Background: an optimization exercise with open tools, aiming at small area. Do not read the settings as production practice.
Function was checked by simulation only, so behaviour that the tests miss may differ from the original.
No run shown here takes its clock network from TritonCTS; it comes from the design's own scripts or RTL.
The flow treats the clock pin as an ideal source. Dropping or thinning the clock tree relies on that and would not hold on a real chip.
Power is estimated from default activity; no workload was simulated.

### flow/config.mk
export PLATFORM = sky130hd
export DESIGN_NAME = memory_game
export DESIGN_NICKNAME = memory_game
export VERILOG_FILES = /design/flow/design.v
export SDC_FILE = /design/flow/constraint.sdc
export NUM_CORES = 4
export LEC_CHECK = 0
export CAP_MARGIN = 20
export CORE_MARGIN = 2
export CORE_UTILIZATION = 40
export SLEW_MARGIN = 20
### flow/constraint.sdc
create_clock -name core_clock -period 10.0 [get_ports {clk}]
set_input_delay 2.0000 -clock core_clock [delete_from_list [all_inputs] [get_ports {clk}]]
set_output_delay 2.0000 -clock core_clock [all_outputs]
set_load 0.01 [all_outputs]
### flow/design.v
`timescale 1ns / 1ps
module memory_game(
	input clk,
	input reset,
	input rst,
	input btnTM,
	input [7:0] sw,
	output [7:0] LED,
	output [7:0] seg,
	output [2:0] an
	);
reg [4:0] tks;
wire tick = tks[0] & ~tks[3] & ~tks[4];
always @(posedge clk)
	if (reset)
		tks <= 5'd4;
	else
		tks <= {tks[3:0], tks[4] ^ ~(tks[2] & ~tks[1] & tks[0])};
reg r_s0, r_s1, r_st;
reg [3:0] r_cnt;
always @(posedge clk)
	if (reset) begin
		r_s0 <= 1'b0; r_s1 <= 1'b0; r_cnt <= 4'd0; r_st <= 1'b0;
	end else if (tick) begin
		r_s0 <= ~rst;
		r_s1 <= r_s0;
		if (r_st == r_s1)
			r_cnt <= 4'd0;
		else begin
			r_cnt <= r_cnt + 4'd1;
			if (&r_cnt) r_st <= ~r_st;
		end
	end
reg b_s0, b_s1, b_st;
reg [3:0] b_cnt;
always @(posedge clk)
	if (reset) begin
		b_s0 <= 1'b0; b_s1 <= 1'b0; b_cnt <= 4'd0; b_st <= 1'b0;
	end else if (tick) begin
		b_s0 <= ~btnTM;
		b_s1 <= b_s0;
		if (b_st == b_s1)
			b_cnt <= 4'd0;
		else begin
			b_cnt <= b_cnt + 4'd1;
			if (&b_cnt) b_st <= ~b_st;
		end
	end
wire rr = reset | r_st;    
reg [7:0] lfsr;
always @(posedge clk)
	if (reset)
		lfsr <= 8'd0;
	else
		lfsr <= {lfsr[6:0], ~(lfsr[7] ^ lfsr[3] ^ lfsr[2])};
reg enter;        
reg rng_pulse;    
reg pulse;        
reg show;         
reg [7:0] gen_level;
always @(posedge clk)
	if (rng_pulse)
		gen_level <= lfsr;
assign LED = show ? gen_level : 8'd0;
reg inc, inc_d;
reg n_rst, n_inc, o_rst, o_inc;
reg [1:0] s_h;
reg [3:0] s_t, s_o;
wire mstep;
always @(posedge clk) begin
	enter <= rr | b_st;
	inc <= ~rr & b_st & (gen_level == sw) & ~pulse & ~inc;
	inc_d <= ~rr & inc;
end
always @(posedge clk)
	if (reset) begin
		n_rst <= 1'b0; n_inc <= 1'b0; o_rst <= 1'b0; o_inc <= 1'b0;
	end else if (mstep) begin
		o_rst <= n_rst; o_inc <= n_inc;
		n_rst <= r_st; n_inc <= inc_d;
	end else begin
		n_rst <= n_rst | r_st; n_inc <= n_inc | inc_d;
	end
wire c_o = mstep & o_inc;
wire c_t = c_o & s_o[0] & s_o[3];
wire c_h = c_t & s_t[0] & s_t[3];
wire s_clr = reset | (mstep & o_rst) |
	(c_o & s_h[1] & s_t[2] & ~s_t[1] & s_t[0] & s_o[2] & ~s_o[1] & s_o[0]);
always @(posedge clk) begin
	s_o[0] <= ~s_clr & (s_o[0] ^ c_o);
	s_o[1] <= ~s_clr & (s_o[1] ^ (c_o & s_o[0] & ~s_o[3]));
	s_o[2] <= ~s_clr & (s_o[2] ^ (c_o & s_o[0] & s_o[1]));
	s_o[3] <= ~s_clr & (s_o[3] ^ (c_o & s_o[0] & (s_o[3] | (s_o[1] & s_o[2]))));
	s_t[0] <= ~s_clr & (s_t[0] ^ c_t);
	s_t[1] <= ~s_clr & (s_t[1] ^ (c_t & s_t[0] & ~s_t[3]));
	s_t[2] <= ~s_clr & (s_t[2] ^ (c_t & s_t[0] & s_t[1]));
	s_t[3] <= ~s_clr & (s_t[3] ^ (c_t & s_t[0] & (s_t[3] | (s_t[1] & s_t[2]))));
	s_h[0] <= ~s_clr & (s_h[0] ^ c_h);
	s_h[1] <= ~s_clr & (s_h[1] ^ (c_h & s_h[0]));
end
wire big = (s_h != 2'd0) | (s_t != 4'd0);
wire [9:0] lval =
	big           ? 10'b0100101110 :
	(s_o == 4'd0) ? 10'b1111111111 :
	(s_o == 4'd1) ? 10'b0000000001 :
	(s_o == 4'd2) ? 10'b1011010111 :
	(s_o == 4'd3) ? 10'b1101111001 :
	(s_o == 4'd4) ? 10'b1011011001 :
	(s_o == 4'd5) ? 10'b1110110101 :
	(s_o == 4'd6) ? 10'b0100011101 :
	(s_o == 4'd7) ? 10'b1110010011 :
	(s_o == 4'd8) ? 10'b1001101001 :
	                10'b1000100110;
reg [9:0] lcnt;
wire ldone = (&lcnt) & ~rng_pulse;
always @(posedge clk) begin
	if (reset | enter)
		lcnt <= lval;
	else
		lcnt <= {lcnt[8:0], lcnt[9] ^ lcnt[6]};
	rng_pulse <= reset | enter;
	pulse <= reset | enter | (pulse & ~ldone);
	show <= ~reset & pulse & ~rng_pulse;
end
reg [4:0] dps;
reg [1:0] g;
reg dinit;                
assign mstep = (dps == 5'd30);
always @(posedge clk) begin
	if (reset)
		dps <= 5'd0;
	else
		dps <= {dps[3:0], dps[4] ^ dps[2] ^ (dps[3:0] == 4'd0)};
	if (reset)
		g <= 2'b00;
	else if (mstep)
		g <= {g[0], ~g[1]};
	if (reset)
		dinit <= 1'b1;
	else if (mstep && g == 2'b01)
		dinit <= 1'b0;
end
reg [3:0] dig2;
always @(*)
	case (g)
		2'b11: dig2 = s_o;
		2'b10: dig2 = s_t;
		2'b00: dig2 = {2'b00, s_h};
		default: dig2 = 4'd0;
	endcase
wire x3 = dig2[3], x2 = dig2[2], x1 = dig2[1], x0 = dig2[0];
wire [6:0] sev;
assign sev[0] = (~x3 & ~x2 & ~x1 & x0) | (x2 & ~x1 & ~x0);
assign sev[1] = x2 & (x1 ^ x0);
assign sev[2] = ~x2 & x1 & ~x0;
assign sev[3] = (~x2 & ~x1 & x0) | (x2 & ~x1 & ~x0) | (x2 & x1 & x0);
assign sev[4] = x0 | (x2 & ~x1);
assign sev[5] = (~x3 & ~x2 & (x1 | x0)) | (x1 & x0);
assign sev[6] = (~x3 & ~x2 & ~x1) | (x2 & x1 & x0);
assign seg = {1'b1, sev | {7{dinit}}};
assign an = {~(~dinit & g == 2'b00), ~(~dinit & g == 2'b10), ~(~dinit & g == 2'b11)};
endmodule
### flow/flow/run.sh
#!/bin/bash
export BUFFER_PORTS_ARGS="-buffer_cell sky130_fd_sc_hd__buf_1"
export PRE_CTS_TCL="$PWD/flow/pre_cts.tcl"
export CUSTOM_CLKBUF=sky130_fd_sc_hd__clkbuf_16
export CUSTOM_CLK_GROUPS=3
bash standard.sh finish > flow.log 2>&1
### flow/flow/pre_cts.tcl
set sinks {}
foreach inst [[ord::get_db_block] getInsts] {
  foreach it [$inst getITerms] {
    if {[$it isInputSignal] && [[$it getMTerm] getSigType] == "CLOCK"} {
      set b [$inst getBBox]
      lappend sinks [list $it [expr ([$b xMin] + [$b xMax]) / 2.0] [expr ([$b yMin] + [$b yMax]) / 2.0]]
    }
  }
}
set k $::env(CUSTOM_CLK_GROUPS)
set n [llength $sinks]
# initial centres: spread along the sink list sorted by x
set sorted [lsort -real -index 1 $sinks]
set centres {}
for {set g 0} {$g < $k} {incr g} {
  set s [lindex $sorted [expr int(($g + 0.5) * $n / $k)]]
  lappend centres [list [lindex $s 1] [lindex $s 2]]
}
for {set iter 0} {$iter < 30} {incr iter} {
  set assign {}
  for {set g 0} {$g < $k} {incr g} { set sx($g) 0.0; set sy($g) 0.0; set cnt($g) 0 }
  foreach s $sinks {
    set best 0; set bd 1e30
    for {set g 0} {$g < $k} {incr g} {
      set c [lindex $centres $g]
      set d [expr abs([lindex $s 1] - [lindex $c 0]) + abs([lindex $s 2] - [lindex $c 1])]
      if {$d < $bd} { set bd $d; set best $g }
    }
    lappend assign $best
    set sx($best) [expr $sx($best) + [lindex $s 1]]
    set sy($best) [expr $sy($best) + [lindex $s 2]]
    incr cnt($best)
  }
  set centres {}
  for {set g 0} {$g < $k} {incr g} {
    if {$cnt($g) > 0} { lappend centres [list [expr $sx($g) / $cnt($g)] [expr $sy($g) / $cnt($g)]] } else { lappend centres [list 0 0] }
  }
}
set dbu [[ord::get_db_tech] getDbUnitsPerMicron]
for {set g 0} {$g < $k} {incr g} {
  set pins {}
  foreach s $sinks a $assign {
    if {$a == $g} {
      set it [lindex $s 0]
      lappend pins [get_pins -of_objects [get_cells [[$it getInst] getName]] -filter "name == [[$it getMTerm] getName]"]
    }
  }
  if {[llength $pins] == 0} continue
  set c [lindex $centres $g]
  set cx [expr [lindex $c 0] / $dbu]; set cy [expr [lindex $c 1] / $dbu]
  puts "clock group $g: [llength $pins] sinks, buffer at ($cx, $cy)"
  insert_buffer -buffer_cell $::env(CUSTOM_CLKBUF) -net clk -load_pins $pins -buffer_name clkbuf_g$g -net_name clk_g$g -location [list $cx $cy]
}
proc clock_tree_synthesis {args} { puts "custom clock buffers in place of clock_tree_synthesis $args" }
### flow/standard.sh
#!/bin/bash
# synth_recipe.tcl (not shown) runs the flow's synth.tcl, then flattens the netlist and writes it again
# the make line also repeats each setting of config.mk as NAME=value (left out here)
make -C /OpenROAD-flow-scripts/flow DESIGN_CONFIG=/design/flow/config.mk WORK_HOME=/design/flow/orfs CLKGATE_MAP_FILE= SYNTH_SCRIPT=/design/flow/synth_recipe.tcl "${@:-finish}"
==> flow_summary.html, run 1 <==
<table>
<tr><th>Metric</th><th>Value</th></tr>
<tr><th colspan="2">Worst setup path</th></tr>
<tr><td>Critical path peak fanout</td><td>17</td></tr>
<tr><td>Cell with the most instances on the worst path</td><td>nor2_1</td></tr>
<tr><td>Critical path cell sequence</td><td>nor2_1 -&gt; a211oi_2 -&gt; nor2_1 -&gt; a311o_1 -&gt; buf_1</td></tr>
<tr><td>Data required time at the worst endpoint</td><td>8.00 ns</td></tr>
<tr><td>Critical path launch point type</td><td>flip-flop</td></tr>
<tr><td>Kind of cell adding the most delay to the critical path</td><td>flip-flops</td></tr>
<tr><td>Total buffers and inverters traversed by the critical path</td><td>1</td></tr>
<tr><td>Startpoint-to-endpoint class of the critical path</td><td>reg2out</td></tr>
<tr><td>Longest individual stage delay on the worst path</td><td>0.69 ns</td></tr>
<tr><td>Master of the slowest instance on the critical path</td><td>dfxtp_1</td></tr>
<tr><td>Type of destination of the critical path</td><td>primary output</td></tr>
<tr><td>Worst Path Arrival</td><td>1.85 ns</td></tr>
<tr><th colspan="2">Placed design</th></tr>
<tr><td>Post-place instance area</td><td>0.003341 mm2</td></tr>
<tr><td>Post-placement worst setup slack</td><td>6.318 ns</td></tr>
<tr><td>Number of buffers inserted by port buffering</td><td>29</td></tr>
<tr><td>DP HPWL</td><td>3809 um</td></tr>
<tr><td>Routability congestion estimate</td><td>0.8142</td></tr>
<tr><th colspan="2">STA</th></tr>
<tr><td>Final Hold Viols</td><td>0</td></tr>
<tr><td>Transition time at the pin with the least slew margin</td><td>0.8512 ns</td></tr>
<tr><td>Final total negative setup slack</td><td>0 ns</td></tr>
<tr><td>Max-Slew Margin vs Limit</td><td>43.25%</td></tr>
<tr><td>Number of pins with negative max-slew slack in the final report</td><td>0</td></tr>
<tr><td>Number of setup violations in the final report</td><td>0</td></tr>
<tr><td>Post-route fraction of the period consumed by the critical path</td><td>38.46%</td></tr>
<tr><td>Fmax</td><td>260.0 MHz</td></tr>
<tr><td>Smallest setup slack after layout</td><td>6.154 ns</td></tr>
<tr><td>Unrepaired setup endpoints after global routing</td><td>false</td></tr>
<tr><td>Final critical path time including I/O delays and setup</td><td>3.846 ns</td></tr>
<tr><td>Clock Skew</td><td>0.03783 ns</td></tr>
<tr><td>Hold slack</td><td>0.4376 ns</td></tr>
<tr><th colspan="2">Route</th></tr>
<tr><td>Number of optimization iterations in the first detailed-route pass</td><td>4</td></tr>
<tr><td>Detail Route Antenna Nets</td><td>0</td></tr>
<tr><td>Detailed-route wire length per cell</td><td>11.54 um</td></tr>
<tr><td>Number of DRC markers after the initial detailed-route iteration</td><td>75</td></tr>
<tr><td>Routed Wire Length</td><td>5299 um</td></tr>
<tr><td>Number of remaining DRC errors</td><td>0</td></tr>
<tr><td>Detailed-route via count</td><td>2282</td></tr>
<tr><td>Post-detailed-route via-to-cell ratio</td><td>4.972</td></tr>
<tr><th colspan="2">Logic synthesis</th></tr>
<tr><td>Share of the synthesized area in the top cell type</td><td>40.56%</td></tr>
<tr><td>Unique cell type count in the Yosys netlist</td><td>57</td></tr>
<tr><td>Area contributors post-synth</td><td>dfxtp_1 41%, edfxtp_1 7.5%, nor2_1 5.3%, xnor2_1 5.2%, nor2b_1 3.5%</td></tr>
<tr><td>Seq/Total Area, Yosys</td><td>48.05%</td></tr>
<tr><td>Nets in the synthesized netlist</td><td>362</td></tr>
<tr><td>Post-synthesis instance area</td><td>0.003208 mm2</td></tr>
<tr><td>Cell type with the highest aggregate area in the netlist</td><td>dfxtp_1</td></tr>
<tr><td>#FFs+latches synth</td><td>73</td></tr>
<tr><td>Cells after synthesis</td><td>343</td></tr>
<tr><td>Post-synth ARST share</td><td>0%</td></tr>
<tr><td>Count of flip-flops with a built-in enable after synthesis</td><td>8</td></tr>
<tr><td>Syn. warnings</td><td>1</td></tr>
<tr><td>Most used DFF post-synth</td><td>dfxtp_1</td></tr>
<tr><td>Synthesized area per cell</td><td>9.353 um2</td></tr>
<tr><th colspan="2">Pwr</th></tr>
<tr><td>Power, Total</td><td>462.7 uW</td></tr>
<tr><td>Peak ir drop on the vdd network</td><td>0.09392 mV</td></tr>
<tr><td>Cell Pwr Density</td><td>135.4 mW/mm2</td></tr>
<tr><td>Leakage power summed over all cells</td><td>0.001219 uW</td></tr>
<tr><th colspan="2">Clock tree</th></tr>
<tr><td>Resize count post-CTS</td><td>0</td></tr>
<tr><td>Post-CTS Setup Repair Bufs</td><td>0</td></tr>
<tr><td>Hold buffer count at CTS</td><td>0</td></tr>
<tr><td>Later-pin clock latency in the skew report</td><td>0.18 ns</td></tr>
<tr><td>CTS clock-pin slew for the worst setup and hold paths</td><td>0.12 ns</td></tr>
<tr><th colspan="2">Floorplanning</th></tr>
<tr><td>Die extent in y</td><td>93.56 um</td></tr>
<tr><td>Starting utilization of the core area</td><td>41.30%</td></tr>
<tr><td>Area of the core region</td><td>0.007767 mm2</td></tr>
<tr><td>Die area</td><td>0.008753 mm2</td></tr>
<tr><td>Die width</td><td>93.56 um</td></tr>
<tr><td>Num ports</td><td>31</td></tr>
<tr><td>Site row count</td><td>32</td></tr>
<tr><th colspan="2">Final layout</th></tr>
<tr><td>Highest-count cells in the layout ignoring fill and taps</td><td>65 x dfxtp_1, 45 x nor2_1, 28 x buf_1</td></tr>
<tr><td>Fraction of layout instances using a drive strength above 1</td><td>4.762%</td></tr>
<tr><td>Area growth from synthesis to layout</td><td>6.474%</td></tr>
<tr><td>NumNets Final</td><td>378</td></tr>
<tr><td>Filler instances</td><td>782</td></tr>
<tr><td>Total inserted antenna cells</td><td>0</td></tr>
<tr><td>Post-route standard cell area excluding fillers</td><td>0.003416 mm2</td></tr>
<tr><td>Most frequent standard cell in the layout excluding fill and tap cells</td><td>dfxtp_1</td></tr>
<tr><th colspan="2">Status</th></tr>
<tr><td>Run status</td><td>finished clean</td></tr>
<tr><th colspan="2">Global routing</th></tr>
<tr><td>Number of global-route vias before repair</td><td>2064</td></tr>
<tr><td>First-pass GRT wire length</td><td>9149 um</td></tr>
<tr><td>Antenna violations before repair</td><td>0</td></tr>
<tr><td>Total routing resource utilization after global routing</td><td>12.09%</td></tr>
<tr><td>Largest net degree at the start of global routing</td><td>46</td></tr>
<tr><td>Total congestion overflow after global routing</td><td>0</td></tr>
<tr><th colspan="2">Hold path</th></tr>
<tr><td>Path class of the lowest-slack min-delay path</td><td>reg2reg</td></tr>
<tr><th colspan="2">Flow run</th></tr>
<tr><td>Maximum capacitance violations</td><td>0</td></tr>
</table>
==> area by class of cell, clock buffers not listed <==
class | count | area [um2] | share of cell area [%]
Tap cell | 102 | 127.6 | 3.736
Inverter | 9 | 33.78 | 0.9890
Multi-Input combinational cell | 243 | 1528 | 44.73
Timing Repair Buffer | 29 | 110.1 | 3.223
Sequential cell | 73 | 1541 | 45.13
==> worst paths after layout <==
kind	from	end	slack, ns	depth (start not counted)
worst max-delay path	s_o[2]	seg[6]	6.15	5
worst min-delay path	lfsr[0]	gen_level[0]	0.44	0
worst max register to register	dps[4]	s_h[0]	7.91	9
worst min register to register	lfsr[0]	gen_level[0]	0.44	0
==> power by group <==
group          switching [uW]  internal [uW]
sequential               6.82            305
clock                    70.7           55.0
combinational            13.7           11.3
total                    91.2            371
==> cell families after synthesis <==
logic type	Yosys count	synth area share [%]
buf+inv	27	4.329
fa+ha+maj	7	2.730
xor+xnor	23	6.279
flops	73	48.05
other cells	1	0.1169
simple gates	142	23.13
mux	8	2.535
compound gates	62	12.83
==> layer usage <==
| metal | wire length, um | global-route usage [%] |
|---|---|---|
| met5 | 0 | 0 |
| met4 | 113 | 2.174 |
| met3 | 135 | 0.8058 |
| met2 | 2379 | 20.74 |
| met1 | 2671 | 16.99 |
==> flip-flops by register name (all words and copies together), names as in the netlist, 2 cells and up <==
signal     count
lfsr           8
r_cnt          4
lcnt          10
b_cnt          4
s_h            2
s_o            4
g              2
gen_level      8
s_t            4
dps            5
tks            5
==> cells in the mapped netlist, types with 7 or more instances <==
cell type,count
a21oi_1,18
a31oi_1,7
and2_1,10
buf_2,9
dfxtp_1,65
edfxtp_1,8
ha_1,7
inv_1,8
mux2i_1,7
nand2_1,23
nand3_1,10
nor2_1,45
nor2b_1,18
o21ai_0,11
xnor2_1,19
==> stage by stage <==
step / std cells / utilization (%)
after CTS: 459 / 43.98
after floorplan: 343 / -
after global placement: 456 / 43.01
final: 459 / 43.98
after detailed placement: 456 / 43.01
after global routing: 459 / 43.98
==> worst register-to-register path, delay by kind of cell (launching register included) <==
family	cells	cell delay [ns]
buffers and inverters	1	0.06
flip-flops	1	0.36
adder cells (fa/ha/maj)	3	0.69
AND/OR/NAND/NOR	5	0.87
==> run 2: changes to the inputs <==
--- a/flow/design.v
+++ b/flow/design.v
@@ -28,6 +28,6 @@
 			r_cnt <= 4'd0;
 		else begin
-			r_cnt <= r_cnt + 4'd1;
-			if (&r_cnt) r_st <= ~r_st;
+			r_cnt <= {r_cnt[2:0], r_cnt[3] ^ r_cnt[2] ^ (r_cnt[2:0] == 3'd0)};
+			if (r_cnt == 4'd8) r_st <= ~r_st;
 		end
 	end
@@ -43,6 +43,6 @@
 			b_cnt <= 4'd0;
 		else begin
-			b_cnt <= b_cnt + 4'd1;
-			if (&b_cnt) b_st <= ~b_st;
+			b_cnt <= {b_cnt[2:0], b_cnt[3] ^ b_cnt[2] ^ (b_cnt[2:0] == 3'd0)};
+			if (b_cnt == 4'd8) b_st <= ~b_st;
 		end
 	end
==> flow/flow/run.sh (replaced) <==
#!/bin/bash
# The standard layout (standard.sh) with three changes:
#  - synthesis (flow/synth.tcl) is synth_recipe.tcl with ABC's mapping step
#    run with flow/abc_area.script and a 10 ns delay target instead of
#    ORFS's speed script; every other step, and so every register, is as in
#    the standard synthesis;
#  - port buffers use the smallest buffer (buf_1);
#  - the clk port drives three clkbuf_16, each placed at the centroid of a
#    group of flip-flops and driving that group (flow/pre_cts.tcl, run as
#    the PRE_CTS hook), in place of TritonCTS's H-tree.
# The full output of the flow goes to flow.log in this folder.
export MY_ABC_SCRIPT="$PWD/flow/abc_area.script"
export MY_ABC_D=10000
export BUFFER_PORTS_ARGS="-buffer_cell sky130_fd_sc_hd__buf_1"
export PRE_CTS_TCL="$PWD/flow/pre_cts.tcl"
export CUSTOM_CLKBUF=sky130_fd_sc_hd__clkbuf_16
export CUSTOM_CLK_GROUPS=3
bash standard.sh SYNTH_SCRIPT="$PWD/flow/synth.tcl" finish > flow.log 2>&1
==> flow/flow/abc_area.script (new file) <==
strash
ifraig
scorr
dc2
dretime
strash
&get -n
&dch -f
&nf -R 1000
&put
==> flow/flow/synth.tcl (new file) <==
proc synth {args} { yosys synth -nofsm -noshare {*}$args }
# Technology mapping with yosys's own ABC script (area-oriented at the
# relaxed clock) instead of ORFS's speed script; everything else unchanged.
proc abc {args} {
  set i [lsearch -exact $args -script]
  if {$i >= 0} { set args [lreplace $args $i [expr {$i + 1}]] }
  if {[info exists ::env(MY_ABC_D)] && $::env(MY_ABC_D) ne ""} {
    set j [lsearch -exact $args -D]
    if {$j >= 0} { set args [lreplace $args $j [expr {$j + 1}]] }
    if {$::env(MY_ABC_D) ne "none"} { lappend args -D $::env(MY_ABC_D) }
  }
  if {[info exists ::env(MY_ABC_SCRIPT)] && $::env(MY_ABC_SCRIPT) ne ""} { set args [concat [list -script $::env(MY_ABC_SCRIPT)] $args] }
  yosys abc {*}$args
}
source $::env(SCRIPTS_DIR)/synth.tcl
# left out here: clear keep_hierarchy, flatten, clean up, hide names made inside functions, write 1_2_yosys.v
==> flow_summary.html, run 2 <==
<table>
<tr><th>Metric</th><th>Value</th></tr>
<tr><th colspan="2">Status</th></tr>
<tr><td>Run status</td><td>finished clean</td></tr>
<tr><th colspan="2">Pwr</th></tr>
<tr><td>Total internal power</td><td>369.2 uW (-0.60%)</td></tr>
<tr><td>Register share of total power</td><td>68.0% (+0.6 points)</td></tr>
<tr><td>Part of the total power dissipated in the clock network</td><td>27.0% (-0.2 points)</td></tr>
<tr><td>Net switching component of the power</td><td>88.21 uW (-3.3%)</td></tr>
<tr><td>Cell Pwr Density</td><td>139.9 mW/mm2 (+3.3%)</td></tr>
<tr><td>Logic gate share of total power</td><td>5.0% (-0.4 points)</td></tr>
<tr><td>Fraction of power spent switching nets</td><td>19.28% (-0.44 points)</td></tr>
<tr><td>Peak ir drop on the vdd network</td><td>0.1046 mV (+11%)</td></tr>
<tr><td>Leakage power summed over all cells</td><td>0.001163 uW (-4.6%)</td></tr>
<tr><th colspan="2">Worst setup path</th></tr>
<tr><td>Longest individual stage delay on the worst path</td><td>0.36 ns (-0.33 ns)</td></tr>
<tr><td>Depth of the worst register-to-register path</td><td>11 (+2)</td></tr>
<tr><td>Instance count on the critical path</td><td>8 (+3)</td></tr>
<tr><td>Reg-to-reg setup timing slack</td><td>7.70 ns (-0.21 ns)</td></tr>
<tr><td>Startpoint of the most critical setup path</td><td>g[1]</td></tr>
<tr><td>Worst r2r dst</td><td>s_h[1]</td></tr>
<tr><td>Total buffers and inverters traversed by the critical path</td><td>2 (+1)</td></tr>
<tr><td>Worst Path Arrival</td><td>1.97 ns (+0.12 ns)</td></tr>
<tr><td>Master of the slowest instance on the critical path</td><td>dfxtp_1</td></tr>
<tr><td>Data required time at the worst endpoint</td><td>8.00 ns (about the same)</td></tr>
<tr><td>Type of destination of the critical path</td><td>primary output</td></tr>
<tr><td>Critical path cell sequence</td><td>and2_0 -&gt; a22o_1 -&gt; a21oi_1 -&gt; clkinv_1 -&gt; ha_1 -&gt; nor2_1 -&gt; o21ai_0 -&gt; buf_1</td></tr>
<tr><td>Critical path endpoint</td><td>seg[5]</td></tr>
<tr><td>Critical path peak fanout</td><td>7 (-10)</td></tr>
<tr><td>Startpoint-to-endpoint class of the critical path</td><td>reg2out</td></tr>
<tr><td>Launch point of the worst reg-to-reg path</td><td>dps[2]</td></tr>
<tr><td>Critical path launch point type</td><td>flip-flop</td></tr>
<tr><td>Kind of cell adding the most delay to the critical path</td><td>compound AO/OA/AOI/OAI gates</td></tr>
<tr><th colspan="2">Global routing</th></tr>
<tr><td>First-pass GRT wire length</td><td>9025 um (-1.4%)</td></tr>
<tr><td>Total congestion overflow after global routing</td><td>0 (unchanged)</td></tr>
<tr><td>Largest net degree at the start of global routing</td><td>46 (unchanged)</td></tr>
<tr><td>Total routing resource utilization after global routing</td><td>12.39% (+0.29 points)</td></tr>
<tr><td>Number of global-route vias before repair</td><td>2009 (-2.7%)</td></tr>
<tr><td>Antenna violations before repair</td><td>0 (unchanged)</td></tr>
<tr><th colspan="2">Logic synthesis</th></tr>
<tr><td>Cells after synthesis</td><td>318 (-7.3%)</td></tr>
<tr><td>Multiplexer fraction of the synthesized cell area</td><td>0% (-2.5 points)</td></tr>
<tr><td>Nets in the synthesized netlist</td><td>337 (-6.9%)</td></tr>
<tr><td>Cell types with the highest counts after synthesis</td><td>65 x dfxtp_1, 42 x nor2_1, 24 x a21oi_1, 23 x nand2_1, 18 x nor2b_1</td></tr>
<tr><td>Xor and xnor area share after synthesis</td><td>2.959% (-3.3 points)</td></tr>
<tr><td>Syn. warnings</td><td>1 (unchanged)</td></tr>
<tr><td>Seq/Total Area, Yosys</td><td>52.07% (+4.0 points)</td></tr>
<tr><td>Most used DFF post-synth</td><td>dfxtp_1</td></tr>
<tr><td>Area contributors post-synth</td><td>dfxtp_1 44%, edfxtp_1 8.1%, nor2_1 5.3%, a21oi_1 4.1%, nor2b_1 3.8%</td></tr>
<tr><td>Top-count cell post-synth</td><td>dfxtp_1</td></tr>
<tr><td>Synthesized area per cell</td><td>9.309 um2 (-0.47%)</td></tr>
<tr><td>Simple-gate portion of the synthesized area</td><td>22.82% (-0.30 points)</td></tr>
<tr><td>#FFs+latches synth</td><td>73 (unchanged)</td></tr>
<tr><td>Count of flip-flops with a built-in enable after synthesis</td><td>8 (unchanged)</td></tr>
<tr><td>Post-synthesis instance area</td><td>0.002960 mm2 (-7.7%)</td></tr>
<tr><td>Largest family of logic cells by synthesized area</td><td>simple AND/OR/NAND/NOR gates</td></tr>
<tr><td>Unique cell type count in the Yosys netlist</td><td>46 (-19%)</td></tr>
<tr><td>Post-synth ARST share</td><td>0% (unchanged)</td></tr>
<tr><td>Compound-gate portion of the synthesized area</td><td>16.78% (+3.9 points)</td></tr>
<tr><td>Cell type with the highest aggregate area in the netlist</td><td>dfxtp_1</td></tr>
<tr><td>Share of the synthesized area in the top cell type</td><td>43.96% (+3.4 points)</td></tr>
<tr><td>Adder-cell share of the synthesized area</td><td>2.959% (+0.23 points)</td></tr>
<tr><th colspan="2">STA</th></tr>
<tr><td>Transition time at the pin with the least slew margin</td><td>0.7258 ns (-0.1255 ns)</td></tr>
<tr><td>Number of pins with negative max-slew slack in the final report</td><td>0 (unchanged)</td></tr>
<tr><td>Final critical path time including I/O delays and setup</td><td>3.970 ns (+0.1237 ns)</td></tr>
<tr><td>Final Hold Viols</td><td>0 (unchanged)</td></tr>
<tr><td>Hold slack</td><td>0.4324 ns (-0.005251 ns)</td></tr>
<tr><td>Max-Slew Margin vs Limit</td><td>51.52% (+8.3 points)</td></tr>
<tr><td>Number of setup violations in the final report</td><td>0 (unchanged)</td></tr>
<tr><td>Smallest setup slack after layout</td><td>6.030 ns (-0.1237 ns)</td></tr>
<tr><td>Final total negative setup slack</td><td>0 ns (unchanged)</td></tr>
<tr><td>Post-route fraction of the period consumed by the critical path</td><td>39.70% (+1.2 points)</td></tr>
<tr><td>Clock Skew</td><td>0.01470 ns (-0.02313 ns)</td></tr>
<tr><td>Unrepaired setup endpoints after global routing</td><td>false</td></tr>
<tr><td>Fmax</td><td>251.9 MHz (-3.1%)</td></tr>
<tr><th colspan="2">Floorplanning</th></tr>
<tr><td>Starting utilization of the core area</td><td>41.03% (-0.27 points)</td></tr>
<tr><td>Site row count</td><td>31 (-3.1%)</td></tr>
<tr><td>Area of the core region</td><td>0.007214 mm2 (-7.1%)</td></tr>
<tr><td>Die width</td><td>90.03 um (-3.8%)</td></tr>
<tr><td>Die extent in y</td><td>90.03 um (-3.8%)</td></tr>
<tr><td>Num ports</td><td>31 (unchanged)</td></tr>
<tr><td>Die area</td><td>0.008105 mm2 (-7.4%)</td></tr>
<tr><th colspan="2">Final layout</th></tr>
<tr><td>Most frequent standard cell in the layout excluding fill and tap cells</td><td>dfxtp_1</td></tr>
<tr><td>Largest regs</td><td>lcnt (10), gen_level (8), lfsr (8)</td></tr>
<tr><td>Largest register FFs</td><td>10 (unchanged)</td></tr>
<tr><td>Largest register by flop count</td><td>lcnt</td></tr>
<tr><td>Fraction of layout instances using a drive strength above 1</td><td>1.429% (-3.3 points)</td></tr>
<tr><td>Area growth from synthesis to layout</td><td>10.44%</td></tr>
<tr><td>NumNets Final</td><td>371 (-1.9%)</td></tr>
<tr><td>Total inserted antenna cells</td><td>0 (unchanged)</td></tr>
<tr><td>Highest-count cells in the layout ignoring fill and taps</td><td>65 x dfxtp_1, 42 x nor2_1, 28 x buf_1</td></tr>
<tr><th colspan="2">Route</th></tr>
<tr><td>Detailed-route wire length per cell</td><td>11.27 um (-2.4%)</td></tr>
<tr><td>Detail Route Antenna Nets</td><td>0 (unchanged)</td></tr>
<tr><td>Number of DRC markers after the initial detailed-route iteration</td><td>75 (unchanged)</td></tr>
<tr><td>Detailed-route via count</td><td>2248 (-1.5%)</td></tr>
<tr><td>Number of optimization iterations in the first detailed-route pass</td><td>4 (unchanged)</td></tr>
<tr><td>Number of remaining DRC errors</td><td>0 (unchanged)</td></tr>
<tr><td>Routed Wire Length</td><td>5060 um (-4.5%)</td></tr>
<tr><td>Post-detailed-route via-to-cell ratio</td><td>5.007 (+0.70%)</td></tr>
<tr><th colspan="2">Placed design</th></tr>
<tr><td>DP HPWL</td><td>3615 um (-5.1%)</td></tr>
<tr><td>Routability congestion estimate</td><td>0.7758 (-4.7%)</td></tr>
<tr><td>Post-placement worst setup slack</td><td>6.201 ns (-0.1168 ns)</td></tr>
<tr><td>Number of buffers inserted by port buffering</td><td>29 (unchanged)</td></tr>
<tr><th colspan="2">Clock tree</th></tr>
<tr><td>Resize count post-CTS</td><td>0 (unchanged)</td></tr>
<tr><td>CTS clock-pin slew for the worst setup and hold paths</td><td>0.10 ns (-0.02 ns)</td></tr>
<tr><td>Later-pin clock latency in the skew report</td><td>0.15 ns (-0.03 ns)</td></tr>
<tr><td>Post-CTS Setup Repair Bufs</td><td>0 (unchanged)</td></tr>
<tr><td>Hold buffer count at CTS</td><td>0 (unchanged)</td></tr>
<tr><th colspan="2">Hold path</th></tr>
<tr><td>Worst hold start</td><td>lfsr[5]</td></tr>
<tr><td>Path class of the lowest-slack min-delay path</td><td>reg2reg</td></tr>
<tr><th colspan="2">Flow run</th></tr>
<tr><td>Maximum capacitance violations</td><td>0 (unchanged)</td></tr>
</table>
[run 2: cell types whose count changed after synthesis, sizes merged, moves of 5 or more]
cell / previous run / this run
nand3: 10 / 4
a21oi: 18 / 24
a31oi: 7 / 0
nor3: 6 / 13
buf: 15 / 1
xnor2: 19 / 7
o21ai: 14 / 9
inv: 9 / 0
clkinv: 0 / 16
mux2i: 7 / 0
[run 2: cell families (layout without fill, tap and decap cells)]
group | after synthesis | count (layout)
other | 1 | 1
AO/OA/AOI/OAI | 74 | 74
buffers and inverters | 17 | 49
adder cells (fa/ha/maj) | 7 | 7
AND/OR/NAND/NOR | 136 | 136
flip-flops | 73 | 73
XOR/XNOR | 10 | 10
[run 2: metrics by stage]
stage          power [uW]  area (um2)  util, %  instances
2_1_floorplan       331.6        2960        -        318
3_3_place_gp        340.8        3194    44.28        446
3_5_place_dp        341.1        3194    44.28        446
4_1_cts             439.5        3269    45.32        449
5_1_grt             479.0        3269    45.32        449
6_report            457.4        3269    45.32        449
[run 2: cell type report, clock buffers not listed]
type,instances,area [um2]
Inverter,16,60.06
Tap cell,99,123.9
Sequential cell,73,1541
Fill cell,727,3945
Timing Repair Buffer,30,117.6
Multi-Input combinational cell,228,1351
[run 2: worst min-delay path by stage]
stage / end / slack [ns] / depth (start not counted)
floorplan: gen_level[0] / 0.40 / 0
global route: gen_level[1] / 0.45 / 0
CTS: gen_level[0] / 0.41 / 0
detailed placement: gen_level[5] / 0.41 / 0
global placement: gen_level[0] / 0.40 / 0
finish: gen_level[5] / 0.43 / 0
[run 2: power by group through the flow]
stage / logic [uW] / clock network (uW) / registers, uW
after floorplan: 15.5 / 0 / 316
after global placement: 22.7 / 0 / 318
after detailed placement: 23.0 / 0 / 318
after CTS: 23.2 / 98.1 / 318
after global routing: 25.9 / 140 / 313
final: 22.7 / 124 / 311
[run 2: routing by layer]
layer  track usage [%]  routed length (um)
met1             17.07                2522
met2             22.49                2382
met3            0.7544                 121
met4            0.6410                  34
met5                 0                   0
==> run 3: changes to the inputs <==
--- a/flow/design.v
+++ b/flow/design.v
@@ -101,22 +101,22 @@
 wire big = (s_h != 2'd0) | (s_t != 4'd0);
 wire [9:0] lval =
-	big           ? 10'b0100101110 :
-	(s_o == 4'd0) ? 10'b1111111111 :
-	(s_o == 4'd1) ? 10'b0000000001 :
-	(s_o == 4'd2) ? 10'b1011010111 :
-	(s_o == 4'd3) ? 10'b1101111001 :
-	(s_o == 4'd4) ? 10'b1011011001 :
-	(s_o == 4'd5) ? 10'b1110110101 :
-	(s_o == 4'd6) ? 10'b0100011101 :
-	(s_o == 4'd7) ? 10'b1110010011 :
-	(s_o == 4'd8) ? 10'b1001101001 :
-	                10'b1000100110;
+	big           ? 10'b0000100010 :
+	(s_o == 4'd0) ? 10'b1010011011 :
+	(s_o == 4'd1) ? 10'b0001010010 :
+	(s_o == 4'd2) ? 10'b0010101011 :
+	(s_o == 4'd3) ? 10'b1000000011 :
+	(s_o == 4'd4) ? 10'b0000101011 :
+	(s_o == 4'd5) ? 10'b1111000001 :
+	(s_o == 4'd6) ? 10'b1110111001 :
+	(s_o == 4'd7) ? 10'b1110011010 :
+	(s_o == 4'd8) ? 10'b1000110011 :
+	                10'b1001110010;
 reg [9:0] lcnt;
-wire ldone = (&lcnt) & ~rng_pulse;
+wire ldone = (lcnt == 10'b1010011011) & ~rng_pulse;
 always @(posedge clk) begin
 	if (reset | enter)
 		lcnt <= lval;
 	else
-		lcnt <= {lcnt[8:0], lcnt[9] ^ lcnt[6]};
+		lcnt <= {lcnt[8:0], ~(lcnt[9] ^ lcnt[6])};
 	rng_pulse <= reset | enter;
 	pulse <= reset | enter | (pulse & ~ldone);
==> flow_summary.html, run 3 <==
<table>
<tr><th>Metric</th><th>Value</th></tr>
<tr><th colspan="2">Logic synthesis</th></tr>
<tr><td>#FFs+latches synth</td><td>73 (unchanged)</td></tr>
<tr><td>Nets in the synthesized netlist</td><td>328 (-2.7%)</td></tr>
<tr><td>Synthesized area per cell</td><td>9.471 um2 (+1.7%)</td></tr>
<tr><td>Cell type with the highest aggregate area in the netlist</td><td>dfxtp_1</td></tr>
<tr><td>Area contributors post-synth</td><td>dfxtp_1 44%, edfxtp_1 8.2%, nor2_1 5.3%, nor2b_1 3.8%, and2_0 3.4%</td></tr>
<tr><td>Top-count cell post-synth</td><td>dfxtp_1</td></tr>
<tr><td>Cells after synthesis</td><td>309 (-2.8%)</td></tr>
<tr><td>Share of the synthesized area in the top cell type</td><td>44.46% (+0.51 points)</td></tr>
<tr><td>Post-synth ARST share</td><td>0% (unchanged)</td></tr>
<tr><td>Most used DFF post-synth</td><td>dfxtp_1</td></tr>
<tr><td>Syn. warnings</td><td>1 (unchanged)</td></tr>
<tr><td>Cell types with the highest counts after synthesis</td><td>65 x dfxtp_1, 41 x nor2_1, 22 x nand2_1, 18 x clkinv_1, 18 x nor2b_1</td></tr>
<tr><td>Unique cell type count in the Yosys netlist</td><td>44 (-4.3%)</td></tr>
<tr><td>Count of flip-flops with a built-in enable after synthesis</td><td>8 (unchanged)</td></tr>
<tr><td>Post-synthesis instance area</td><td>0.002927 mm2 (-1.1%)</td></tr>
<tr><td>Seq/Total Area, Yosys</td><td>52.67% (+0.60 points)</td></tr>
<tr><th colspan="2">Final layout</th></tr>
<tr><td>Area growth from synthesis to layout</td><td>10.52% (about the same)</td></tr>
<tr><td>Fraction of layout instances using a drive strength above 1</td><td>1.173% (-0.26 points)</td></tr>
<tr><td>Largest register FFs</td><td>10 (unchanged)</td></tr>
<tr><td>NumNets Final</td><td>362 (-2.4%)</td></tr>
<tr><td>Final core utilization</td><td>45.07% (-0.24 points)</td></tr>
<tr><td>Highest-count cells in the layout ignoring fill and taps</td><td>65 x dfxtp_1, 41 x nor2_1, 29 x buf_1</td></tr>
<tr><td>Most frequent standard cell in the layout excluding fill and tap cells</td><td>dfxtp_1</td></tr>
<tr><td>Largest register by flop count</td><td>lcnt</td></tr>
<tr><td>Total inserted antenna cells</td><td>0 (unchanged)</td></tr>
<tr><td>Largest regs</td><td>lcnt (10), gen_level (8), lfsr (8)</td></tr>
<tr><th colspan="2">STA</th></tr>
<tr><td>Unrepaired setup endpoints after global routing</td><td>false</td></tr>
<tr><td>Transition time at the pin with the least slew margin</td><td>0.7452 ns (+0.01944 ns)</td></tr>
<tr><td>Final Hold Viols</td><td>0 (unchanged)</td></tr>
<tr><td>Smallest setup slack after layout</td><td>6.087 ns (+0.05669 ns)</td></tr>
<tr><td>Final total negative setup slack</td><td>0 ns (unchanged)</td></tr>
<tr><td>Clock Skew</td><td>0.02866 ns (+0.01396 ns)</td></tr>
<tr><td>Post-route fraction of the period consumed by the critical path</td><td>39.13% (-0.57 points)</td></tr>
<tr><td>Fmax</td><td>255.6 MHz (+1.4%)</td></tr>
<tr><td>Number of pins with negative max-slew slack in the final report</td><td>0 (unchanged)</td></tr>
<tr><td>Final critical path time including I/O delays and setup</td><td>3.913 ns (-0.05669 ns)</td></tr>
<tr><td>Number of setup violations in the final report</td><td>0 (unchanged)</td></tr>
<tr><td>Max-Slew Margin vs Limit</td><td>50.22% (-1.3 points)</td></tr>
<tr><th colspan="2">Global routing</th></tr>
<tr><td>Largest net degree at the start of global routing</td><td>44 (-4.3%)</td></tr>
<tr><td>Total congestion overflow after global routing</td><td>0 (unchanged)</td></tr>
<tr><td>First-pass GRT wire length</td><td>8811 um (-2.4%)</td></tr>
<tr><td>Number of global-route vias before repair</td><td>2006 (-0.15%)</td></tr>
<tr><td>Total routing resource utilization after global routing</td><td>13.05% (+0.66 points)</td></tr>
<tr><td>Antenna violations before repair</td><td>0 (unchanged)</td></tr>
<tr><th colspan="2">Clock tree</th></tr>
<tr><td>CTS clock-pin slew for the worst setup and hold paths</td><td>0.09 ns (about the same)</td></tr>
<tr><td>Resize count post-CTS</td><td>0 (unchanged)</td></tr>
<tr><td>Post-CTS Setup Repair Bufs</td><td>0 (unchanged)</td></tr>
<tr><td>Hold buffer count at CTS</td><td>0 (unchanged)</td></tr>
<tr><td>Later-pin clock latency in the skew report</td><td>0.17 ns (+0.02 ns)</td></tr>
<tr><th colspan="2">Worst setup path</th></tr>
<tr><td>Startpoint-to-endpoint class of the critical path</td><td>reg2out</td></tr>
<tr><td>Reg-to-reg setup timing slack</td><td>7.75 ns (+0.05 ns)</td></tr>
<tr><td>Depth of the worst register-to-register path</td><td>10 (-1)</td></tr>
<tr><td>Critical path peak fanout</td><td>7 (unchanged)</td></tr>
<tr><td>Critical path endpoint</td><td>seg[5]</td></tr>
<tr><td>Worst r2r dst</td><td>s_h[1]</td></tr>
<tr><td>Critical path launch point type</td><td>flip-flop</td></tr>
<tr><td>Worst Path Arrival</td><td>1.91 ns (-0.06 ns)</td></tr>
<tr><td>Type of destination of the critical path</td><td>primary output</td></tr>
<tr><td>Launch point of the worst reg-to-reg path</td><td>dps[1]</td></tr>
<tr><td>Data required time at the worst endpoint</td><td>8.00 ns (about the same)</td></tr>
<tr><td>Startpoint of the most critical setup path</td><td>g[1]</td></tr>
<tr><th colspan="2">Hold path</th></tr>
<tr><td>Path class of the lowest-slack min-delay path</td><td>reg2reg</td></tr>
<tr><th colspan="2">Floorplanning</th></tr>
<tr><td>Die extent in y</td><td>89.54 um (-0.55%)</td></tr>
<tr><td>Starting utilization of the core area</td><td>40.78% (-0.25 points)</td></tr>
<tr><td>Area of the core region</td><td>0.007176 mm2 (-0.54%)</td></tr>
<tr><td>Die width</td><td>89.54 um (-0.55%)</td></tr>
<tr><td>Site row count</td><td>31 (unchanged)</td></tr>
<tr><td>Num ports</td><td>31 (unchanged)</td></tr>
<tr><td>Die area</td><td>0.008017 mm2 (-1.1%)</td></tr>
<tr><th colspan="2">Pwr</th></tr>
<tr><td>Cell Pwr Density</td><td>142.2 mW/mm2 (+1.7%)</td></tr>
<tr><td>Power, Total</td><td>460.0 uW (+0.57%)</td></tr>
<tr><td>Peak ir drop on the vdd network</td><td>0.09650 mV (-7.7%)</td></tr>
<tr><td>Leakage power summed over all cells</td><td>0.001168 uW (+0.44%)</td></tr>
<tr><th colspan="2">Flow run</th></tr>
<tr><td>Maximum capacitance violations</td><td>0 (unchanged)</td></tr>
<tr><th colspan="2">Route</th></tr>
<tr><td>Detail Route Antenna Nets</td><td>0 (unchanged)</td></tr>
<tr><td>Routed Wire Length</td><td>4977 um (-1.6%)</td></tr>
<tr><td>Detailed-route wire length per cell</td><td>11.31 um (+0.37%)</td></tr>
<tr><td>Number of optimization iterations in the first detailed-route pass</td><td>4 (unchanged)</td></tr>
<tr><td>Number of DRC markers after the initial detailed-route iteration</td><td>116 (+55%)</td></tr>
<tr><td>Number of remaining DRC errors</td><td>0 (unchanged)</td></tr>
<tr><td>Detailed-route via count</td><td>2179 (-3.1%)</td></tr>
<tr><td>Post-detailed-route via-to-cell ratio</td><td>4.952 (-1.1%)</td></tr>
<tr><th colspan="2">Placed design</th></tr>
<tr><td>Routability congestion estimate</td><td>0.8281 (+6.7%)</td></tr>
<tr><td>Number of buffers inserted by port buffering</td><td>29 (unchanged)</td></tr>
<tr><td>DP HPWL</td><td>3617 um (about the same)</td></tr>
<tr><td>Post-placement worst setup slack</td><td>6.255 ns (+0.05422 ns)</td></tr>
<tr><th colspan="2">Status</th></tr>
<tr><td>Run status</td><td>finished clean</td></tr>
</table>
[run 3: cells by family after synthesis]
group / synth area share (%)
other: 0.1281
AND/OR/NAND/NOR: 22.87
flip-flops: 52.67
buffers and inverters: 2.565
AO/OA/AOI/OAI: 15.48
adder cells (fa/ha/maj): 2.993
XOR/XNOR: 3.292
[run 3: worst min-delay path by stage]
| stage | start | endpoint | slack (ns) | cells after the start |
|---|---|---|---|---|
| global route | lfsr[1] | gen_level[1] | 0.45 | 0 |
| finish | lfsr[0] | gen_level[0] | 0.43 | 0 |
| detailed placement | lfsr[6] | gen_level[6] | 0.41 | 0 |
| global placement | lfsr[0] | gen_level[0] | 0.40 | 0 |
| CTS | lfsr[6] | gen_level[6] | 0.41 | 0 |
| floorplan | lfsr[0] | gen_level[0] | 0.40 | 0 |
[run 3: report_power, final]
group	leakage, uW	internal (uW)	total, uW	switching, uW
Sequential	0.000618	305	312	6.84
Combinational	0.000513	10.3	23.7	13.4
Clock	0.0000370	54.9	124	69.2
Total	0.00117	371	460	89.4
[run 3: layout make-up, clock buffers not listed]
cell class,count,area (um2)
Timing Repair Buffer,30,116.4
Tap cell,99,123.9
Sequential cell,73,1541
Multi-Input combinational cell,217,1310
Fill cell,691,3941
Inverter,18,67.56
[run 3: layer usage]
metal / global-route usage (%) / wire length [um] / vias to the layer above
met4: 1.357 / 57 / 0
met2: 23.10 / 2326 / 15
li1: - / - / 1146
met1: 18.18 / 2498 / 1014
met3: 0.8310 / 94 / 4
met5: 0 / 0 / -
[run 3: worst max-delay path, stage by stage (launching register included)]
cell	delay, ns
dfxtp_1	0.35
nor2b_1	0.20
a22o_1	0.19
a21oi_1	0.36
clkinv_1	0.17
ha_1	0.22
nor2_1	0.07
o21ai_0	0.09
buf_1	0.13
[run 3: per-stage QoR]
step                      cell area, um2  instances  hold slack (ns)
after detailed placement            3159        437           0.4078
after floorplan                     2927        309           0.4005
after global placement              3159        437           0.4032
after CTS                           3234        440           0.4099
after global routing                3234        440           0.4493
final                               3234        440           0.4333
==> run 4: changes to the inputs <==
--- a/flow/flow/run.sh
+++ b/flow/flow/run.sh
@@ -6,5 +6,5 @@
 #    the standard synthesis;
 #  - port buffers use the smallest buffer (buf_1);
-#  - the clk port drives three clkbuf_16, each placed at the centroid of a
+#  - the clk port drives three buf_12 clock buffers, each placed at the centroid of a
 #    group of flip-flops and driving that group (flow/pre_cts.tcl, run as
 #    the PRE_CTS hook), in place of TritonCTS's H-tree.
@@ -14,5 +14,5 @@
 export BUFFER_PORTS_ARGS="-buffer_cell sky130_fd_sc_hd__buf_1"
 export PRE_CTS_TCL="$PWD/flow/pre_cts.tcl"
-export CUSTOM_CLKBUF=sky130_fd_sc_hd__clkbuf_16
+export CUSTOM_CLKBUF=sky130_fd_sc_hd__buf_12
 export CUSTOM_CLK_GROUPS=3
 bash standard.sh SYNTH_SCRIPT="$PWD/flow/synth.tcl" finish > flow.log 2>&1
==> flow/flow/abc_area.script (replaced) <==
strash
ifraig
scorr
dc2
dretime
strash
&get -n
&syn2
&dch -f
&nf -R 1000 -a
&put
strash
&get -n
&syn2
&dch -f
&nf -R 1000 -a
&put
==> flow_summary.html, run 4 <==
<table>
<tr><th>Metric</th><th>Value</th></tr>
<tr><th colspan="2">Clock tree</th></tr>
<tr><td>Resize count post-CTS</td><td>0 (unchanged)</td></tr>
<tr><td>Later-pin clock latency in the skew report</td><td>0.14 ns (-0.03 ns)</td></tr>
<tr><td>Hold buffer count at CTS</td><td>0 (unchanged)</td></tr>
<tr><td>Post-CTS Setup Repair Bufs</td><td>0 (unchanged)</td></tr>
<tr><td>CTS clock-pin slew for the worst setup and hold paths</td><td>0.09 ns (about the same)</td></tr>
<tr><th colspan="2">Global routing</th></tr>
<tr><td>Antenna violations before repair</td><td>0 (unchanged)</td></tr>
<tr><td>Met2 Resource Use GR</td><td>20.77% (-2.3 points)</td></tr>
<tr><td>Met1 Track Usage GR</td><td>17.17% (-1.0 points)</td></tr>
<tr><td>First-pass GRT wire length</td><td>8507 um (-3.5%)</td></tr>
<tr><td>GR Util met3</td><td>0.7544% (-0.077 points)</td></tr>
<tr><td>Largest net degree at the start of global routing</td><td>45 (+2.3%)</td></tr>
<tr><td>Number of global-route vias before repair</td><td>1866 (-7.0%)</td></tr>
<tr><td>Total routing resource utilization after global routing</td><td>11.96% (-1.1 points)</td></tr>
<tr><td>Total congestion overflow after global routing</td><td>0 (unchanged)</td></tr>
<tr><td>Layer with the highest usage after global routing</td><td>met2</td></tr>
<tr><th colspan="2">Logic synthesis</th></tr>
<tr><td>Top-count cell post-synth</td><td>dfxtp_1</td></tr>
<tr><td>Unique cell type count in the Yosys netlist</td><td>44 (unchanged)</td></tr>
<tr><td>Cells after synthesis</td><td>313 (+1.3%)</td></tr>
<tr><td>Compound-gate portion of the synthesized area</td><td>12.99% (-2.5 points)</td></tr>
<tr><td>Multiplexer fraction of the synthesized cell area</td><td>0.6814% (+0.68 points)</td></tr>
<tr><td>Xor and xnor area share after synthesis</td><td>4.472% (+1.2 points)</td></tr>
<tr><td>Simple-gate portion of the synthesized area</td><td>24.23% (+1.4 points)</td></tr>
<tr><td>Seq/Total Area, Yosys</td><td>52.47% (-0.20 points)</td></tr>
<tr><td>Nets in the synthesized netlist</td><td>332 (+1.2%)</td></tr>
<tr><td>Area contributors post-synth</td><td>dfxtp_1 44%, edfxtp_1 8.2%, nor2_1 5.7%, nor2b_1 4.5%, nand2_1 3.6%</td></tr>
<tr><td>Largest family of logic cells by synthesized area</td><td>simple AND/OR/NAND/NOR gates</td></tr>
<tr><td>Synthesized area per cell</td><td>9.386 um2 (-0.90%)</td></tr>
<tr><td>Count of flip-flops with a built-in enable after synthesis</td><td>8 (unchanged)</td></tr>
<tr><td>Syn. warnings</td><td>1 (unchanged)</td></tr>
<tr><td>#FFs+latches synth</td><td>73 (unchanged)</td></tr>
<tr><td>Cell types with the highest counts after synthesis</td><td>65 x dfxtp_1, 45 x nor2_1, 28 x nand2_1, 21 x nor2b_1</td></tr>
<tr><td>Post-synthesis instance area</td><td>0.002938 mm2 (+0.38%)</td></tr>
<tr><td>Cell type with the highest aggregate area in the netlist</td><td>dfxtp_1</td></tr>
<tr><td>Most used DFF post-synth</td><td>dfxtp_1</td></tr>
<tr><td>Post-synth ARST share</td><td>0% (unchanged)</td></tr>
<tr><td>Share of the synthesized area in the top cell type</td><td>44.29% (-0.17 points)</td></tr>
<tr><td>Adder-cell share of the synthesized area</td><td>2.981% (-0.011 points)</td></tr>
<tr><th colspan="2">Final layout</th></tr>
<tr><td>Combined area of the multi-input logic cells</td><td>0.001336 mm2 (+2.0%)</td></tr>
<tr><td>Fraction of layout instances using a drive strength above 1</td><td>1.163% (-0.010 points)</td></tr>
<tr><td>NumNets Final</td><td>365 (+0.83%)</td></tr>
<tr><td>Filler instances</td><td>695 (+0.58%)</td></tr>
<tr><td>Highest-count cells in the layout ignoring fill and taps</td><td>65 x dfxtp_1, 45 x nor2_1, 28 x nand2_1, 28 x buf_1, 21 x nor2b_1</td></tr>
<tr><td>Flip-flop and latch area</td><td>0.001541 mm2 (unchanged)</td></tr>
<tr><td>Largest register FFs</td><td>10 (unchanged)</td></tr>
<tr><td>Total inserted antenna cells</td><td>0 (unchanged)</td></tr>
<tr><td>Final core utilization</td><td>44.93% (-0.14 points)</td></tr>
<tr><td>Largest regs</td><td>lcnt (10), gen_level (8), lfsr (8)</td></tr>
<tr><td>Largest register by flop count</td><td>lcnt</td></tr>
<tr><td>Area growth from synthesis to layout</td><td>9.753%</td></tr>
<tr><td>Most frequent standard cell in the layout excluding fill and tap cells</td><td>dfxtp_1</td></tr>
<tr><th colspan="2">Status</th></tr>
<tr><td>Run status</td><td>finished clean</td></tr>
<tr><th colspan="2">Route</th></tr>
<tr><td>Detail Route Antenna Nets</td><td>0 (unchanged)</td></tr>
<tr><td>Number of remaining DRC errors</td><td>0 (unchanged)</td></tr>
<tr><td>Post-detailed-route via-to-cell ratio</td><td>4.869 (-1.7%)</td></tr>
<tr><td>Number of DRC markers after the initial detailed-route iteration</td><td>67 (-42%)</td></tr>
<tr><td>Detailed-route wire length per cell</td><td>11.48 um (+1.5%)</td></tr>
<tr><td>Number of optimization iterations in the first detailed-route pass</td><td>4 (unchanged)</td></tr>
<tr><td>Detailed-route via count</td><td>2157 (-1.0%)</td></tr>
<tr><td>Routed Wire Length</td><td>5086 um (+2.2%)</td></tr>
<tr><th colspan="2">Placed design</th></tr>
<tr><td>Number of buffers inserted by port buffering</td><td>29 (unchanged)</td></tr>
<tr><td>Post-placement worst setup slack</td><td>5.662 ns (-0.5935 ns)</td></tr>
<tr><td>Routability congestion estimate</td><td>0.7924 (-4.3%)</td></tr>
<tr><td>DP HPWL</td><td>3588 um (-0.82%)</td></tr>
<tr><th colspan="2">Pwr</th></tr>
<tr><td>Leakage power summed over all cells</td><td>0.001172 uW (+0.36%)</td></tr>
<tr><td>Cell Pwr Density</td><td>141.5 mW/mm2 (-0.53%)</td></tr>
<tr><td>Peak ir drop on the vdd network</td><td>0.09761 mV (+1.1%)</td></tr>
<tr><th colspan="2">Worst setup path</th></tr>
<tr><td>Startpoint-to-endpoint class of the critical path</td><td>in2reg</td></tr>
<tr><td>Worst Path Arrival</td><td>4.29 ns (+2.38 ns)</td></tr>
<tr><td>Critical path peak fanout</td><td>44 (+37)</td></tr>
<tr><td>Data required time at the worst endpoint</td><td>10.08 ns (+2.08 ns)</td></tr>
<tr><td>Critical path launch point type</td><td>input port</td></tr>
<tr><td>Type of destination of the critical path</td><td>flip-flop</td></tr>
<tr><th colspan="2">STA</th></tr>
<tr><td>Smallest setup slack after layout</td><td>5.789 ns (-0.2977 ns)</td></tr>
<tr><td>Final critical path time including I/O delays and setup</td><td>4.211 ns (+0.2977 ns)</td></tr>
<tr><td>Unrepaired setup endpoints after global routing</td><td>false</td></tr>
<tr><td>Post-route fraction of the period consumed by the critical path</td><td>42.11% (+3.0 points)</td></tr>
<tr><td>Final total negative setup slack</td><td>0 ns (unchanged)</td></tr>
<tr><td>Fmax</td><td>237.5 MHz (-7.1%)</td></tr>
<tr><td>Transition time at the pin with the least slew margin</td><td>0.8297 ns (+0.08452 ns)</td></tr>
<tr><td>Clock Skew</td><td>0.01368 ns (-0.01498 ns)</td></tr>
<tr><td>Final Hold Viols</td><td>0 (unchanged)</td></tr>
<tr><td>Max-Slew Margin vs Limit</td><td>44.68% (-5.5 points)</td></tr>
<tr><td>Number of setup violations in the final report</td><td>0 (unchanged)</td></tr>
<tr><td>Number of pins with negative max-slew slack in the final report</td><td>0 (unchanged)</td></tr>
<tr><td>Hold slack</td><td>0.4300 ns (-0.003307 ns)</td></tr>
<tr><th colspan="2">Floorplanning</th></tr>
<tr><td>Starting utilization of the core area</td><td>40.94% (+0.16 points)</td></tr>
<tr><td>Site row count</td><td>31 (unchanged)</td></tr>
<tr><td>Num ports</td><td>31 (unchanged)</td></tr>
<tr><td>Die extent in y</td><td>89.70 um (+0.18%)</td></tr>
<tr><td>Die width</td><td>89.70 um (+0.18%)</td></tr>
<tr><td>Area of the core region</td><td>0.007176 mm2 (unchanged)</td></tr>
<tr><td>Die area</td><td>0.008046 mm2 (+0.37%)</td></tr>
<tr><th colspan="2">Hold path</th></tr>
<tr><td>Path class of the lowest-slack min-delay path</td><td>reg2reg</td></tr>
<tr><th colspan="2">Flow run</th></tr>
<tr><td>Maximum capacitance violations</td><td>0 (unchanged)</td></tr>
</table>
-- run 4: cell types whose count changed in the layout (fill, tap and decap cells not counted), sizes merged, moves of 3 or more --
| cell | delta |
|---|---|
| clkinv | -4 |
| nor3 | -5 |
| nand2 | +6 |
| a21oi | -5 |
| nor2b | +3 |
| nor2 | +4 |
| o21ai | +4 |
| nand3 | +4 |
-- run 4: final cells by class, clock buffers not listed --
type                       instances  area share (%)
tap                               99           3.842
multi-input combinational        225           41.44
timing repair buffer              29           3.415
inverter                          14           1.630
sequential                        73           47.81
-- run 4: cell families (layout without fill, tap and decap cells) --
kind of cell | Yosys count | in the layout
simple gates | 143 | 143
flops | 73 | 73
compound gates | 57 | 57
xor+xnor | 15 | 15
buf+inv | 15 | 46
fa+ha+maj | 7 | 7
mux | 2 | 2
other cells | 1 | 1
-- run 4: power breakdown --
group | total (uW) | internal (uW) | switching, uW | leakage (uW)
logic | 24.7 | 10.7 | 14.0 | 0.000526
registers | 312 | 306 | 6.74 | 0.000618
clock network | 119 | 48.9 | 70.1 | 0.0000282
total | 456 | 365 | 90.9 | 0.00117
-- run 4: worst paths after layout --
kind | from | endpoint | slack (ns) | depth (start not counted)
max | reset | lcnt[7] | 5.79 | 7
min | lfsr[1] | gen_level[1] | 0.43 | 0
max reg2reg | dps[1] | s_h[1] | 7.76 | 10
min reg2reg | lfsr[1] | gen_level[1] | 0.43 | 0
-- run 4: routing by layer --
| metal | part of all wire, % | up-vias |
|---|---|---|
| met4 | 1.0 | 0 |
| met5 | 0 | - |
| met1 | 51 | 990 |
| met3 | 2.4 | 4 |
| met2 | 46 | 24 |
| li1 | - | 1139 |
-- run 4: worst max-delay path, cell delays in order --
cell and delay, ns:
clkbuf_2 0.62, nor2_1 0.35, nor4_1 0.59, nor2b_1 0.35, o21ai_0 0.14, a21oi_1 0.13, a21o_1 0.09
-- run 4: through the flow --
stage	power, uW	cells	cell area, um2
after floorplan	334.5	313	2938
after global placement	343.7	440	3164
after detailed placement	344.0	440	3164
after CTS	436.9	443	3224
after global routing	473.8	443	3224
final	456.2	443	3224
==> run 5: changes to the inputs <==
--- a/flow/design.v
+++ b/flow/design.v
@@ -64,5 +64,7 @@
 assign LED = show ? gen_level : 8'd0;
 reg inc, inc_d;
-reg n_rst, n_inc, o_rst, o_inc;
+reg pa, pb, pc;
+wire o_rst = pa & ~pb;
+wire o_inc = ~pa & pb;
 reg [1:0] s_h;
 reg [3:0] s_t, s_o;
@@ -75,10 +77,13 @@
 always @(posedge clk)
 	if (reset) begin
-		n_rst <= 1'b0; n_inc <= 1'b0; o_rst <= 1'b0; o_inc <= 1'b0;
+		pa <= 1'b0; pb <= 1'b0; pc <= 1'b0;
 	end else if (mstep) begin
-		o_rst <= n_rst; o_inc <= n_inc;
-		n_rst <= r_st; n_inc <= inc_d;
+		pa <= pc | inc_d;
+		pb <= (pa & pb & ~pc) | inc_d;
+		pc <= r_st;
 	end else begin
-		n_rst <= n_rst | r_st; n_inc <= n_inc | inc_d;
+		pa <= pa | inc_d;
+		pb <= pb | inc_d;
+		pc <= pc | r_st;
 	end
 wire c_o = mstep & o_inc;
@@ -159,4 +164,4 @@
 assign sev[6] = (~x3 & ~x2 & ~x1) | (x2 & x1 & x0);
 assign seg = {1'b1, sev | {7{dinit}}};
-assign an = {~(~dinit & g == 2'b00), ~(~dinit & g == 2'b10), ~(~dinit & g == 2'b11)};
+assign an = {~(~dinit & g == 2'b00), ~(g == 2'b10), ~(g == 2'b11)};
 endmodule
==> flow_summary.html, run 5 <==
<table>
<tr><th>Metric</th><th>Value</th></tr>
<tr><th colspan="2">STA</th></tr>
<tr><td>Hold slack</td><td>0.4359 ns (+0.005895 ns)</td></tr>
<tr><td>Post-route fraction of the period consumed by the critical path</td><td>38.63% (-3.5 points)</td></tr>
<tr><td>Final total negative setup slack</td><td>0 ns (unchanged)</td></tr>
<tr><td>Clock Skew</td><td>0.02611 ns (+0.01243 ns)</td></tr>
<tr><td>Max-Slew Margin vs Limit</td><td>60.22% (+16 points)</td></tr>
<tr><td>Final Hold Viols</td><td>0 (unchanged)</td></tr>
<tr><th colspan="2">Global routing</th></tr>
<tr><td>Number of global-route vias before repair</td><td>1932 (+3.5%)</td></tr>
<tr><td>Antenna violations before repair</td><td>0 (unchanged)</td></tr>
<tr><th colspan="2">Logic synthesis</th></tr>
<tr><td>Synthesized area per cell</td><td>9.322 um2 (-0.69%)</td></tr>
<tr><td>Unique cell type count in the Yosys netlist</td><td>41 (-6.8%)</td></tr>
<tr><td>Post-synth ARST share</td><td>0% (unchanged)</td></tr>
<tr><td>Syn. warnings</td><td>1 (unchanged)</td></tr>
<tr><td>Cells after synthesis</td><td>311 (-0.64%)</td></tr>
<tr><td>Cell type with the highest aggregate area in the netlist</td><td>dfxtp_1</td></tr>
<tr><th colspan="2">Final layout</th></tr>
<tr><td>Post-route standard cell area excluding fillers</td><td>0.003193 mm2 (-0.97%)</td></tr>
<tr><td>Final core utilization</td><td>44.74% (-0.19 points)</td></tr>
<tr><td>Largest register by flop count</td><td>lcnt</td></tr>
<tr><td>Total inserted antenna cells</td><td>0 (unchanged)</td></tr>
<tr><td>Largest regs</td><td>lcnt (10), gen_level (8), lfsr (8)</td></tr>
<tr><th colspan="2">Worst setup path</th></tr>
<tr><td>Startpoint of the most critical setup path</td><td>g[1]</td></tr>
<tr><td>Depth of the worst register-to-register path</td><td>10 (unchanged)</td></tr>
<tr><td>Worst Path Arrival</td><td>1.86 ns (-2.43 ns)</td></tr>
<tr><th colspan="2">Hold path</th></tr>
<tr><td>Cell depth of the worst hold path</td><td>0 (unchanged)</td></tr>
<tr><td>Worst hold start</td><td>lfsr[1]</td></tr>
<tr><th colspan="2">Floorplanning</th></tr>
<tr><td>Die extent in y</td><td>89.13 um (-0.64%)</td></tr>
<tr><td>Die width</td><td>89.13 um (-0.64%)</td></tr>
<tr><td>Area of the core region</td><td>0.007137 mm2 (-0.54%)</td></tr>
<tr><th colspan="2">Status</th></tr>
<tr><td>Run status</td><td>finished clean</td></tr>
<tr><th colspan="2">Route</th></tr>
<tr><td>Routed Wire Length</td><td>4886 um (-3.9%)</td></tr>
<tr><td>Number of remaining DRC errors</td><td>0 (unchanged)</td></tr>
<tr><th colspan="2">Placed design</th></tr>
<tr><td>Post-place instance area</td><td>0.003133 mm2 (-0.99%)</td></tr>
<tr><td>Routability congestion estimate</td><td>0.7971 (+0.59%)</td></tr>
<tr><th colspan="2">Clock tree</th></tr>
<tr><td>Post-CTS Setup Repair Bufs</td><td>0 (unchanged)</td></tr>
<tr><td>CTS clock-pin slew for the worst setup and hold paths</td><td>0.11 ns (+0.02 ns)</td></tr>
</table>
==> run 5: changes by cell type after synthesis, moves of 3 or more <==
cell,previous run,this run
o2bb2ai_1,0,3
a22o_1,4,0
clkinv_1,14,19
nor2_1,45,48
o21bai_1,3,0
a221o_1,0,3
nand2_1,28,25
a211oi_1,3,6
==> run 5: critical path, cell delays in order, from the launching register on <==
cell	delay, ns
dfxtp_1	0.47
nor2b_1	0.29
a221o_1	0.33
clkinv_1	0.10
ha_1	0.28
a21o_1	0.15
buf_1	0.12
==> run 5: area by class of cell, clock buffers not listed <==
type | instances | area [um2] | share of cell area, %
timing repair buffer | 30 | 117.6 | 3.683
inverter | 19 | 71.32 | 2.234
sequential | 72 | 1521 | 47.65
multi-input combinational | 219 | 1299 | 40.67
tap | 99 | 123.9 | 3.879
==> run 5: per-layer routing <==
| layer | GRT usage (%) | up-vias | part of all wire, % |
|---|---|---|---|
| li1 | - | 1140 | - |
| met1 | 17.45 | 1009 | 49 |
| met2 | 21.14 | 33 | 47 |
| met3 | 0.9234 | 7 | 3.2 |
| met4 | 1.357 | 0 | 1.3 |
| met5 | 0 | - | 0 |
==> run 5: cell families (layout without fill, tap and decap cells) <==
kind of cell | Yosys count | in the layout | synth area share, %
AND/OR/NAND/NOR | 138 | 138 | 23.39
XOR/XNOR | 13 | 13 | 3.928
flip-flops | 72 | 72 | 52.48
AO/OA/AOI/OAI | 58 | 58 | 13.64
adder cells (fa/ha/maj) | 7 | 7 | 3.021
buffers and inverters | 20 | 52 | 2.719
multiplexers | 2 | 2 | 0.6906
other | 1 | 1 | 0.1294
==> run 5: per-stage QoR <==
step / setup slack (ns) / instances / power, uW
3_5_place_dp: 6.200 / 439 / 340.3
2_1_floorplan: 6.493 / 311 / 329.9
4_1_cts: 6.203 / 442 / 432.3
6_report: 6.137 / 442 / 448.6
3_3_place_gp: 6.330 / 439 / 339.7
5_1_grt: 5.921 / 442 / 469.2
==> run 5: how the worst max path moves through the flow <==
stage	endpoint	slack (ns)	cells past startpoint
after global placement	lcnt[3]	6.33	7
after detailed placement	lcnt[3]	6.20	7
final	seg[1]	6.14	6
after floorplan	seg[5]	6.49	5
after CTS	lcnt[3]	6.20	7
after global routing	seg[1]	5.92	6
==> run 5: power breakdown <==
part           switching (uW)  internal, uW  leakage [uW]
logic                    14.7          10.2      0.000523
clock network            66.5          48.8     0.0000282
registers                6.63           302      0.000610

afterwards: timing with drivers on the ports:
Ports are ideal in the flow. The routed layouts listed here were re-timed in OpenROAD.
Step 1 sets driving cells, clkbuf_16 on the clock port and buf_2 on the other inputs (assumed; they add their load-dependent delay and slew).
Step 2, shift: input delay + t, output delay - t, t = (earliest + latest rising clock arrival at the registers) / 2. This alone moves slack from input paths to output paths.
Slacks: ideal / step 1 / step 2; pairs: ideal / step 1.
| run | t (ns) | slack for setup (ns) |
|---|---|---|
| run 1 | 0.220 | 6.154 / 6.092 / 6.312 |
| run 2 | 0.208 | 6.030 / 5.972 / 6.179 |
| run 3 | 0.214 | 6.087 / 6.027 / 6.240 |
| run 4 | 0.196 | 5.789 / 5.834 / 5.638 |
| run 5 | 0.193 | 6.137 / 6.070 / 6.207 |
After both steps every run listed still meets setup and hold.
